This is an optimization exercise on Yosys and OpenROAD, whose aim is small area, not a production implementation. In this exercise RTL edits were held to simulation tests only and were not proved equivalent to the original. No activity file was given, so power comes from the tool's default toggle rates.

==> inputs of job 1591 <==
## synth_top
module synth_top(
 input 		  	reset_io,
 input		  	clk_io,	 
 input 	[15:0] 		data_in_io,
 output [15:0] 		data_out_io, 
 output [9:0]  		addr_out_io,
 output 		core_to_mem_enable_io,
 input		  	sda_read_io,
 input		  	scl_read_io,
 output			sda_out_io,
 output			scl_out_io,
 output 		pwm0_io,
 output 		pwm1_io,
 output 		pwm2_io,
 output 		pwm3_io,
 output 		pwm4_io,
 output 		pwm5_io,
 output 		pwm6_io,
 output 		pwm7_io
);
==> module counter, before the edit <==
module counter(input clk,
               input reset,
               input [7:0] count_to,
               output reg [7:0] count);
  function ge8(input [7:0] a, input [7:0] b);
    integer k;
    reg g;
    begin
      g = 1'b1;
      for (k = 0; k < 8; k = k + 1)
        g = b[k] ? (a[k] & g) : (a[k] | g);
      ge8 = g;
    end
  endfunction
  wire wrap = (count_to != 8'd0) & ge8(count, count_to);
  always @(posedge clk)
    count <= (reset | wrap) ? 8'd0 : count + 8'd1;
endmodule
==> module pwm, before the edit <==
module pwm(input clk,
           input reset,
           input [15:0] pwm_reg,
           output reg pwm_out);
  function ge8(input [7:0] a, input [7:0] b);
    integer k;
    reg g;
    begin
      g = 1'b1;
      for (k = 0; k < 8; k = k + 1)
        g = b[k] ? (a[k] & g) : (a[k] | g);
      ge8 = g;
    end
  endfunction
  wire [7:0] count;
  counter U1(.clk(clk), .reset(reset), .count_to(pwm_reg[15:8]), .count(count));
  always @(posedge clk)
    pwm_out <= ~reset & ge8(pwm_reg[7:0], count);
endmodule
==> module I2C, before the edit <==
module I2C(
  input            clock,
  input            reset,
  input      [8:0] device_address,
  input      [7:0] reg_address,
  input      [7:0] data_in,
  input            sda_read,
  input            scl_read,
  output reg       sda_out,
  output reg       scl_out,
  output reg [7:0] data_out,
  output reg       ack_fail,     
  output           WE);
  reg       active;     
  reg [3:0] step;       
  reg [6:0] p;          
  reg [3:0] b;          
  reg [5:0] sample;     
  reg       ended;      
  wire ph_start = step == 4'd0;
  wire ph_send  = (step == 4'd1) | (step == 4'd2) | (step == 4'd3) | (step == 4'd5);
  wire ph_rep   = step == 4'd4;
  wire ph_recv  = step == 4'd6;
  wire ph_one   = step == 4'd7;
  wire ph_stop  = step == 4'd8;
  wire p0  = p == 7'd0;
  wire p1  = p == 7'd1;
  wire p41 = p == 7'd41;
  wire p51 = p == 7'd51;
  wire p92 = p == 7'd92;
  wire p95 = p == 7'd95;
  wire p99 = p == 7'd99;
  wire b0  = b == 4'd0;
  wire b1  = b == 4'd1;
  wire b8  = b == 4'd8;
  wire b9  = b == 4'd9;
  reg [7:0] byte_s;
  always @(*) begin
    case (step)
      4'd1:    byte_s = {device_address[7:1], 1'b0};
      4'd2:    byte_s = reg_address;
      4'd3:    byte_s = data_in;
      default: byte_s = {device_address[7:1], 1'b1};
    endcase
  end
  wire bit_s = byte_s[~b[2:0]];
  wire seq  = ph_send | ph_recv;
  wire adv  = ~(active & seq) | ~scl_out | scl_read;
  wire high = sample[5];
  assign WE = active & ph_stop & b1 & p51;
  wire fin = (ph_start & p41) | (ph_one & b1 & p1) | (ph_send & b9 & p0) |
             (ph_recv & b8 & p1) | ((ph_rep | ph_stop) & b1 & p51);
  reg [3:0] step_next;
  always @(*) begin
    if (ph_stop)                         step_next = 4'd0;
    else if (ack_fail)                   step_next = 4'd8;
    else if ((step == 4'd2) & device_address[0])  step_next = 4'd4;
    else if ((step == 4'd3) & ~device_address[0]) step_next = 4'd8;
    else                                 step_next = step + 4'd1;
  end
  always @(posedge clock) begin
    if (reset) begin
      active  <= 1'b0;
      step    <= 4'd0;
      sda_out <= 1'b1;
      scl_out <= 1'b1;
    end else if (~active) begin
      active <= device_address[8];
    end else begin
      if (ended) begin
        active <= 1'b0;
        step   <= step_next;
      end
      if (ph_start) begin
        sda_out <= 1'b0;
        if (p41) scl_out <= 1'b0;
      end
      if (ph_send) begin
        if (p1 & ~b9) sda_out <= b8 | bit_s;
        if (p51) scl_out <= 1'b1;
        if (p95) scl_out <= 1'b0;
      end
      if (ph_recv) begin
        if (p51) scl_out <= 1'b1;
        if (p1 & ~b0) scl_out <= 1'b0;
      end
      if (ph_one) begin
        if (b0 & p1)  sda_out <= 1'b1;
        if (b0 & p51) scl_out <= 1'b1;
        if (b0 & p92) scl_out <= 1'b0;
      end
      if (ph_rep) begin
        if (b0 & p1)  sda_out <= 1'b1;
        if (b0 & p51) scl_out <= 1'b1;
        if (b1 & p1)  sda_out <= 1'b0;
        if (b1 & p51) scl_out <= 1'b0;
      end
      if (ph_stop) begin
        if (b0 & p1)  sda_out <= 1'b0;
        if (b0 & p51) scl_out <= 1'b1;
        if (b1 & p1)  sda_out <= 1'b1;
      end
    end
  end
  always @(posedge clock) begin
    if (~active) begin
      p     <= 7'd0;
      b     <= 4'd0;
      ended <= 1'b0;
    end else begin
      if (adv) begin
        p <= p99 ? 7'd0 : p + 7'd1;
        if (p99) b <= b + 4'd1;
      end
      if (fin) ended <= 1'b1;
    end
    if (p51)
      sample <= 6'd1;
    else if (adv & sda_read)
      sample <= sample + 6'd1;
    if (active & ph_start & p41)
      data_out <= data_in;
    else if (active & ph_recv & p1 & ~b0 & scl_out)
      data_out <= {data_out[6:0], high};
    if (active & ph_start)
      ack_fail <= 1'b0;
    else if (active & ph_send & b8 & p95 & high)
      ack_fail <= 1'b1;
  end
endmodule
clock: 10.0 ns
lec_check: 0
cap_margin: 20
core_margin: 2
core_utilization: 60
slew_margin: 20
standard.sh (not shown) runs the stock make flow with config.mk's settings and CLKGATE_MAP_FILE= SYNTH_SCRIPT=/design/flow/synth_recipe.tcl, a recipe that flattens the netlist after the stock synthesis.
==> flow/flow/run.sh <==
#!/bin/bash
# Own flow: the standard layout (standard.sh) with these changes:
#  - synthesis: Yosys's ABC mapping step uses an area-oriented script
#    (flow/abc_area.script) in place of ORFS's speed script; everything else,
#    registers included, is the standard synthesis;
#  - port buffers are sky130_fd_sc_hd__buf_1 (every port still gets one);
#  - clock tree: clkbuf_8 buffers, sinks clustered by 16 within 60 um, no
#    dummy loads;
#  - after global routing, gates on paths with slack are downsized
#    (ORFS's RECOVER_POWER step).
# Each make run writes its full output to a log file here; ORFS's per-step
# logs are under orfs/logs/.
set -euo pipefail
W=$(pwd)
rm -rf "$W/scripts_area"
cp -r "$FLOW_HOME/scripts" "$W/scripts_area"
cp "$W/flow/abc_area.script" "$W/scripts_area/abc_speed.script"
VARS=(
  "SCRIPTS_DIR=$W/scripts_area"
  "BUFFER_PORTS_ARGS=-buffer_cell sky130_fd_sc_hd__buf_1"
  "CTS_ARGS=-sink_clustering_enable -repair_clock_nets -dont_use_dummy_load -buf_list sky130_fd_sc_hd__clkbuf_8 -sink_clustering_size 16 -sink_clustering_max_diameter 60"
  "RECOVER_POWER=100"
)
bash "$W/standard.sh" "${VARS[@]}" synth > "$W/log_synth.txt" 2>&1
bash "$W/standard.sh" "${VARS[@]}" finish > "$W/log_layout.txt" 2>&1
==> flow/flow/abc_area.script <==
strash
&get -n
&st
&deepsyn -T 20
&dch -f
&nf -p -R 1000
&put
==> job 5254 (differences from job 1591) <==
--- a/flow/design.v
+++ b/flow/design.v
@@ -170,39 +170,44 @@
 module counter(input clk,
                input reset,
                input [7:0] count_to,
-               output reg [7:0] count);
-  function ge8(input [7:0] a, input [7:0] b);
+               output reg [7:0] ncount);
+  function cout8(input [7:0] a, input [7:0] b, input cin);
     integer k;
-    reg g;
+    reg c;
     begin
-      g = 1'b1;
+      c = cin;
       for (k = 0; k < 8; k = k + 1)
-        g = b[k] ? (a[k] & g) : (a[k] | g);
-      ge8 = g;
+        c = (a[k] & b[k]) | (c & (a[k] | b[k]));
+      cout8 = c;
     end
   endfunction
-  wire wrap = (count_to != 8'd0) & ge8(count, count_to);
+  wire lt   = cout8(count_to, ncount, 1'b0);
+  wire wrap = (count_to != 8'd0) & ~lt;
+  wire [7:0] dec = {ncount[7] ^ ~(|ncount[6:0]), ncount[6] ^ ~(|ncount[5:0]),
+                    ncount[5] ^ ~(|ncount[4:0]), ncount[4] ^ ~(|ncount[3:0]),
+                    ncount[3] ^ ~(|ncount[2:0]), ncount[2] ^ ~(|ncount[1:0]),
+                    ncount[1] ^ ~ncount[0], ~ncount[0]};
   always @(posedge clk)
-    count <= (reset | wrap) ? 8'd0 : count + 8'd1;
+    ncount <= (reset | wrap) ? 8'hFF : dec;
 endmodule
 module pwm(input clk,
            input reset,
            input [15:0] pwm_reg,
            output reg pwm_out);
-  function ge8(input [7:0] a, input [7:0] b);
+  function cout8(input [7:0] a, input [7:0] b, input cin);
     integer k;
-    reg g;
+    reg c;
     begin
-      g = 1'b1;
+      c = cin;
       for (k = 0; k < 8; k = k + 1)
-        g = b[k] ? (a[k] & g) : (a[k] | g);
-      ge8 = g;
+        c = (a[k] & b[k]) | (c & (a[k] | b[k]));
+      cout8 = c;
     end
   endfunction
-  wire [7:0] count;
-  counter U1(.clk(clk), .reset(reset), .count_to(pwm_reg[15:8]), .count(count));
+  wire [7:0] ncount;
+  counter U1(.clk(clk), .reset(reset), .count_to(pwm_reg[15:8]), .ncount(ncount));
   always @(posedge clk)
-    pwm_out <= ~reset & ge8(pwm_reg[7:0], count);
+    pwm_out <= ~reset & cout8(pwm_reg[7:0], ncount, 1'b1);
 endmodule
 module I2C(
   input            clock,
@@ -220,32 +225,46 @@
   reg       active;     
   reg [3:0] step;       
   reg [6:0] p;          
+  function [6:0] lf(input integer n);
+    integer i;
+    reg [6:0] x;
+    begin
+      x = 7'd1;
+      for (i = 0; i < n; i = i + 1) x = {x[5:0], x[6] ^ x[5]};
+      lf = x;
+    end
+  endfunction
+  localparam [6:0] L0 = lf(0), L1 = lf(1), L41 = lf(41), L51 = lf(51),
+                   L92 = lf(92), L95 = lf(95), L99 = lf(99);
   reg [3:0] b;          
   reg [5:0] sample;     
   reg       ended;      
-  wire ph_start = step == 4'd0;
-  wire ph_send  = (step == 4'd1) | (step == 4'd2) | (step == 4'd3) | (step == 4'd5);
-  wire ph_rep   = step == 4'd4;
-  wire ph_recv  = step == 4'd6;
-  wire ph_one   = step == 4'd7;
-  wire ph_stop  = step == 4'd8;
-  wire p0  = p == 7'd0;
-  wire p1  = p == 7'd1;
-  wire p41 = p == 7'd41;
-  wire p51 = p == 7'd51;
-  wire p92 = p == 7'd92;
-  wire p95 = p == 7'd95;
-  wire p99 = p == 7'd99;
+  localparam [3:0] S_START = 4'b0000, S_DEVW = 4'b0001, S_REG = 4'b0011,
+                   S_DATA = 4'b0111, S_REP = 4'b0110, S_DEVR = 4'b0101,
+                   S_RECV = 4'b0100, S_ONE = 4'b1100, S_STOP = 4'b1000;
+  wire ph_start = step == S_START;
+  wire ph_send  = ~step[3] & step[0];
+  wire ph_rep   = step == S_REP;
+  wire ph_recv  = step == S_RECV;
+  wire ph_one   = step == S_ONE;
+  wire ph_stop  = step == S_STOP;
+  wire p0  = p == L0;
+  wire p1  = p == L1;
+  wire p41 = p == L41;
+  wire p51 = p == L51;
+  wire p92 = p == L92;
+  wire p95 = p == L95;
+  wire p99 = p == L99;
   wire b0  = b == 4'd0;
   wire b1  = b == 4'd1;
   wire b8  = b == 4'd8;
   wire b9  = b == 4'd9;
   reg [7:0] byte_s;
   always @(*) begin
-    case (step)
-      4'd1:    byte_s = {device_address[7:1], 1'b0};
-      4'd2:    byte_s = reg_address;
-      4'd3:    byte_s = data_in;
+    case (step[2:1])
+      2'b00:   byte_s = {device_address[7:1], 1'b0};
+      2'b01:   byte_s = reg_address;
+      2'b11:   byte_s = data_in;
       default: byte_s = {device_address[7:1], 1'b1};
     endcase
   end
@@ -258,16 +277,25 @@
              (ph_recv & b8 & p1) | ((ph_rep | ph_stop) & b1 & p51);
   reg [3:0] step_next;
   always @(*) begin
-    if (ph_stop)                         step_next = 4'd0;
-    else if (ack_fail)                   step_next = 4'd8;
-    else if ((step == 4'd2) & device_address[0])  step_next = 4'd4;
-    else if ((step == 4'd3) & ~device_address[0]) step_next = 4'd8;
-    else                                 step_next = step + 4'd1;
+    if (ph_stop)       step_next = S_START;
+    else if (ack_fail) step_next = S_STOP;
+    else begin
+      case (step)
+        S_START: step_next = S_DEVW;
+        S_DEVW:  step_next = S_REG;
+        S_REG:   step_next = device_address[0] ? S_REP : S_DATA;
+        S_DATA:  step_next = device_address[0] ? S_REP : S_STOP;
+        S_REP:   step_next = S_DEVR;
+        S_DEVR:  step_next = S_RECV;
+        S_RECV:  step_next = S_ONE;
+        default: step_next = S_STOP;
+      endcase
+    end
   end
   always @(posedge clock) begin
     if (reset) begin
       active  <= 1'b0;
-      step    <= 4'd0;
+      step    <= S_START;
       sda_out <= 1'b1;
       scl_out <= 1'b1;
     end else if (~active) begin
@@ -310,12 +338,12 @@
   end
   always @(posedge clock) begin
     if (~active) begin
-      p     <= 7'd0;
+      p     <= L0;
       b     <= 4'd0;
       ended <= 1'b0;
     end else begin
       if (adv) begin
-        p <= p99 ? 7'd0 : p + 7'd1;
+        p <= p99 ? L0 : {p[5:0], p[6] ^ p[5]};
         if (p99) b <= b + 4'd1;
       end
       if (fin) ended <= 1'b1;
--- a/flow/flow/run.sh
+++ b/flow/flow/run.sh
@@ -6,8 +6,9 @@
 #  - port buffers are sky130_fd_sc_hd__buf_1 (every port still gets one);
 #  - clock tree: clkbuf_8 buffers, sinks clustered by 16 within 60 um, no
 #    dummy loads;
-#  - after global routing, gates on paths with slack are downsized
-#    (ORFS's RECOVER_POWER step).
+#  - after global routing, gates on paths with slack are downsized (ORFS's
+#    RECOVER_POWER step), then flow/post_grt.tcl repairs slew and
+#    capacitance again.
 # Each make run writes its full output to a log file here; ORFS's per-step
 # logs are under orfs/logs/.
 set -euo pipefail
@@ -18,8 +19,9 @@
 VARS=(
   "SCRIPTS_DIR=$W/scripts_area"
   "BUFFER_PORTS_ARGS=-buffer_cell sky130_fd_sc_hd__buf_1"
+  "RECOVER_POWER=100"
+  "POST_GLOBAL_ROUTE_TCL=$W/flow/post_grt.tcl"
   "CTS_ARGS=-sink_clustering_enable -repair_clock_nets -dont_use_dummy_load -buf_list sky130_fd_sc_hd__clkbuf_8 -sink_clustering_size 16 -sink_clustering_max_diameter 60"
-  "RECOVER_POWER=100"
 )
 bash "$W/standard.sh" "${VARS[@]}" synth > "$W/log_synth.txt" 2>&1
 bash "$W/standard.sh" "${VARS[@]}" finish > "$W/log_layout.txt" 2>&1
==> flow/flow/abc_area.script (replaced) <==
strash
&get -n
&st
&deepsyn -T 60
&dch -f
&nf -p -R 1000
&put
==> flow/flow/post_grt.tcl (new file) <==
# After ORFS's power recovery (which downsizes gates on paths with slack),
# repair any slew or capacitance violation it left, then legalize and
# re-route the nets that changed.
log_cmd global_route -start_incremental
log_cmd estimate_parasitics -global_routing
repair_design_helper
log_cmd detailed_placement
log_cmd global_route -end_incremental
log_cmd estimate_parasitics -global_routing
==> job 2026 (differences from job 1591) <==
--- a/flow/design.v
+++ b/flow/design.v
@@ -182,8 +182,12 @@
     end
   endfunction
   wire wrap = (count_to != 8'd0) & ge8(count, count_to);
+  wire [7:0] inc = {count[7] ^ (&count[6:0]), count[6] ^ (&count[5:0]),
+                    count[5] ^ (&count[4:0]), count[4] ^ (&count[3:0]),
+                    count[3] ^ (&count[2:0]), count[2] ^ (&count[1:0]),
+                    count[1] ^ count[0], ~count[0]};
   always @(posedge clk)
-    count <= (reset | wrap) ? 8'd0 : count + 8'd1;
+    count <= (reset | wrap) ? 8'd0 : inc;
 endmodule
 module pwm(input clk,
            input reset,
@@ -220,6 +224,17 @@
   reg       active;     
   reg [3:0] step;       
   reg [6:0] p;          
+  function [6:0] lf(input integer n);
+    integer i;
+    reg [6:0] x;
+    begin
+      x = 7'd1;
+      for (i = 0; i < n; i = i + 1) x = {x[5:0], x[6] ^ x[5]};
+      lf = x;
+    end
+  endfunction
+  localparam [6:0] L0 = lf(0), L1 = lf(1), L41 = lf(41), L51 = lf(51),
+                   L92 = lf(92), L95 = lf(95), L99 = lf(99);
   reg [3:0] b;          
   reg [5:0] sample;     
   reg       ended;      
@@ -229,13 +244,13 @@
   wire ph_recv  = step == 4'd6;
   wire ph_one   = step == 4'd7;
   wire ph_stop  = step == 4'd8;
-  wire p0  = p == 7'd0;
-  wire p1  = p == 7'd1;
-  wire p41 = p == 7'd41;
-  wire p51 = p == 7'd51;
-  wire p92 = p == 7'd92;
-  wire p95 = p == 7'd95;
-  wire p99 = p == 7'd99;
+  wire p0  = p == L0;
+  wire p1  = p == L1;
+  wire p41 = p == L41;
+  wire p51 = p == L51;
+  wire p92 = p == L92;
+  wire p95 = p == L95;
+  wire p99 = p == L99;
   wire b0  = b == 4'd0;
   wire b1  = b == 4'd1;
   wire b8  = b == 4'd8;
@@ -310,12 +325,12 @@
   end
   always @(posedge clock) begin
     if (~active) begin
-      p     <= 7'd0;
+      p     <= L0;
       b     <= 4'd0;
       ended <= 1'b0;
     end else begin
       if (adv) begin
-        p <= p99 ? 7'd0 : p + 7'd1;
+        p <= p99 ? L0 : {p[5:0], p[6] ^ p[5]};
         if (p99) b <= b + 4'd1;
       end
       if (fin) ended <= 1'b1;
==> flow/run.sh (new file) <==
#!/bin/bash
# synth_recipe.tcl (not shown) runs the flow's synth.tcl, then flattens the netlist and writes it again
# the make line also repeats each setting of config.mk as NAME=value (left out here)
make -C /OpenROAD-flow-scripts/flow DESIGN_CONFIG=/design/flow/config.mk WORK_HOME=/design/flow/orfs CLKGATE_MAP_FILE= SYNTH_SCRIPT=/design/flow/synth_recipe.tcl finish
Settings changed: CTS_BUF_LIST from default to sky130_fd_sc_hd__clkbuf_8, CTS_CLUSTER_DIAMETER from default to 60, CTS_CLUSTER_SIZE from default to 16.
removed: flow/flow/run.sh
removed: flow/flow/abc_area.script
removed: flow/standard.sh
==> summary.txt <==
item                                                       job 2026         job 5254                                         job 1591
Run status                                           finished clean   finished clean                         finished with violations
Reasons for failing layout checks                                 -                -  max-capacitance violations, max-slew violations
Total Wirelength                                           91.12 mm         85.79 mm                                         83.37 mm
Multi-input combinational cell count                          1,621            1,380                                            1,425
Cell count after synthesis                                    2,287            1,878                                            1,954
Cell area after synthesis                                22,750 µm²       19,930 µm²                                       20,360 µm²
Clock group power                                           1140 µW           835 µW                                           832 µW
Cell repeated most along the worst path                     a21oi_1          a21oi_1                                          o21ai_0
Hold Slack                                                 482.3 ps         439.0 ps                                         482.5 ps
Worst-skew pair later-pin latency                            680 ps           620 ps                                           640 ps
Setup slack after layout                                    1042 ps         508.4 ps                                         536.8 ps
Global-route wire length before repair                     129.8 mm         121.4 mm                                         120.2 mm
Total leakage power                                     0.009435 µW      0.007631 µW                                      0.007520 µW
Die outline width                                          198.7 µm         186.3 µm                                         188.2 µm
Total die area                                           39,490 µm²       34,690 µm²                                       35,430 µm²
Max-slew violation count                                          0                0                                              136
Clock transition at path regs                                100 ps            90 ps                                           100 ps
Area share of fa/ha/maj cells after synthesis               0.07688          0.04557                                          0.05039
Count of different cell masters after synthesis                  92               61                                               63
Met1 track utilization from global routing                   0.6063           0.6239                                           0.5938
Fraction of layout cells with a size suffix above 1         0.08544          0.05171                                          0.03862
Cell internal power dissipation                             2899 µW          2629 µW                                          2649 µW
Start point of the worst min-delay path              p1.U1.count[0]  p6.U1.ncount[0]                                   p6.U1.count[7]
Met3 demand-to-capacity share in global routing              0.2057           0.1906                                           0.1594

afterwards: timing with drivers on the ports:
The results above use ideal ports. As a check the final layouts listed here were re-extracted and re-timed, cells and wires unchanged. Step 1: set_driving_cell puts a clkbuf_16 on clk_io and a buf_2 on each other input, an assumption about the parent block. Step 2 also shifts input and output timing later by t, the mid clock arrival at the registers, as if the neighbouring blocks saw the same clock. a / b / c = ideal ports / drivers / drivers and shift; a / b = the first two.
run	t, ns	slack for setup (ns)	worst register clock-pin slew, ns	cell pins on the clock port's net
job 1591	0.641	0.537 / 0.563 / -0.078	0.11 / 0.11	1
job 5254	0.619	0.508 / 0.527 / -0.092	0.11 / 0.11	1
job 2026	0.716	1.042 / 1.073 / 0.357	0.12 / 0.12	1
The setup slack of job 2026, which loses most, moves by +0.031 ns with the drivers and by -0.685 ns with both steps.
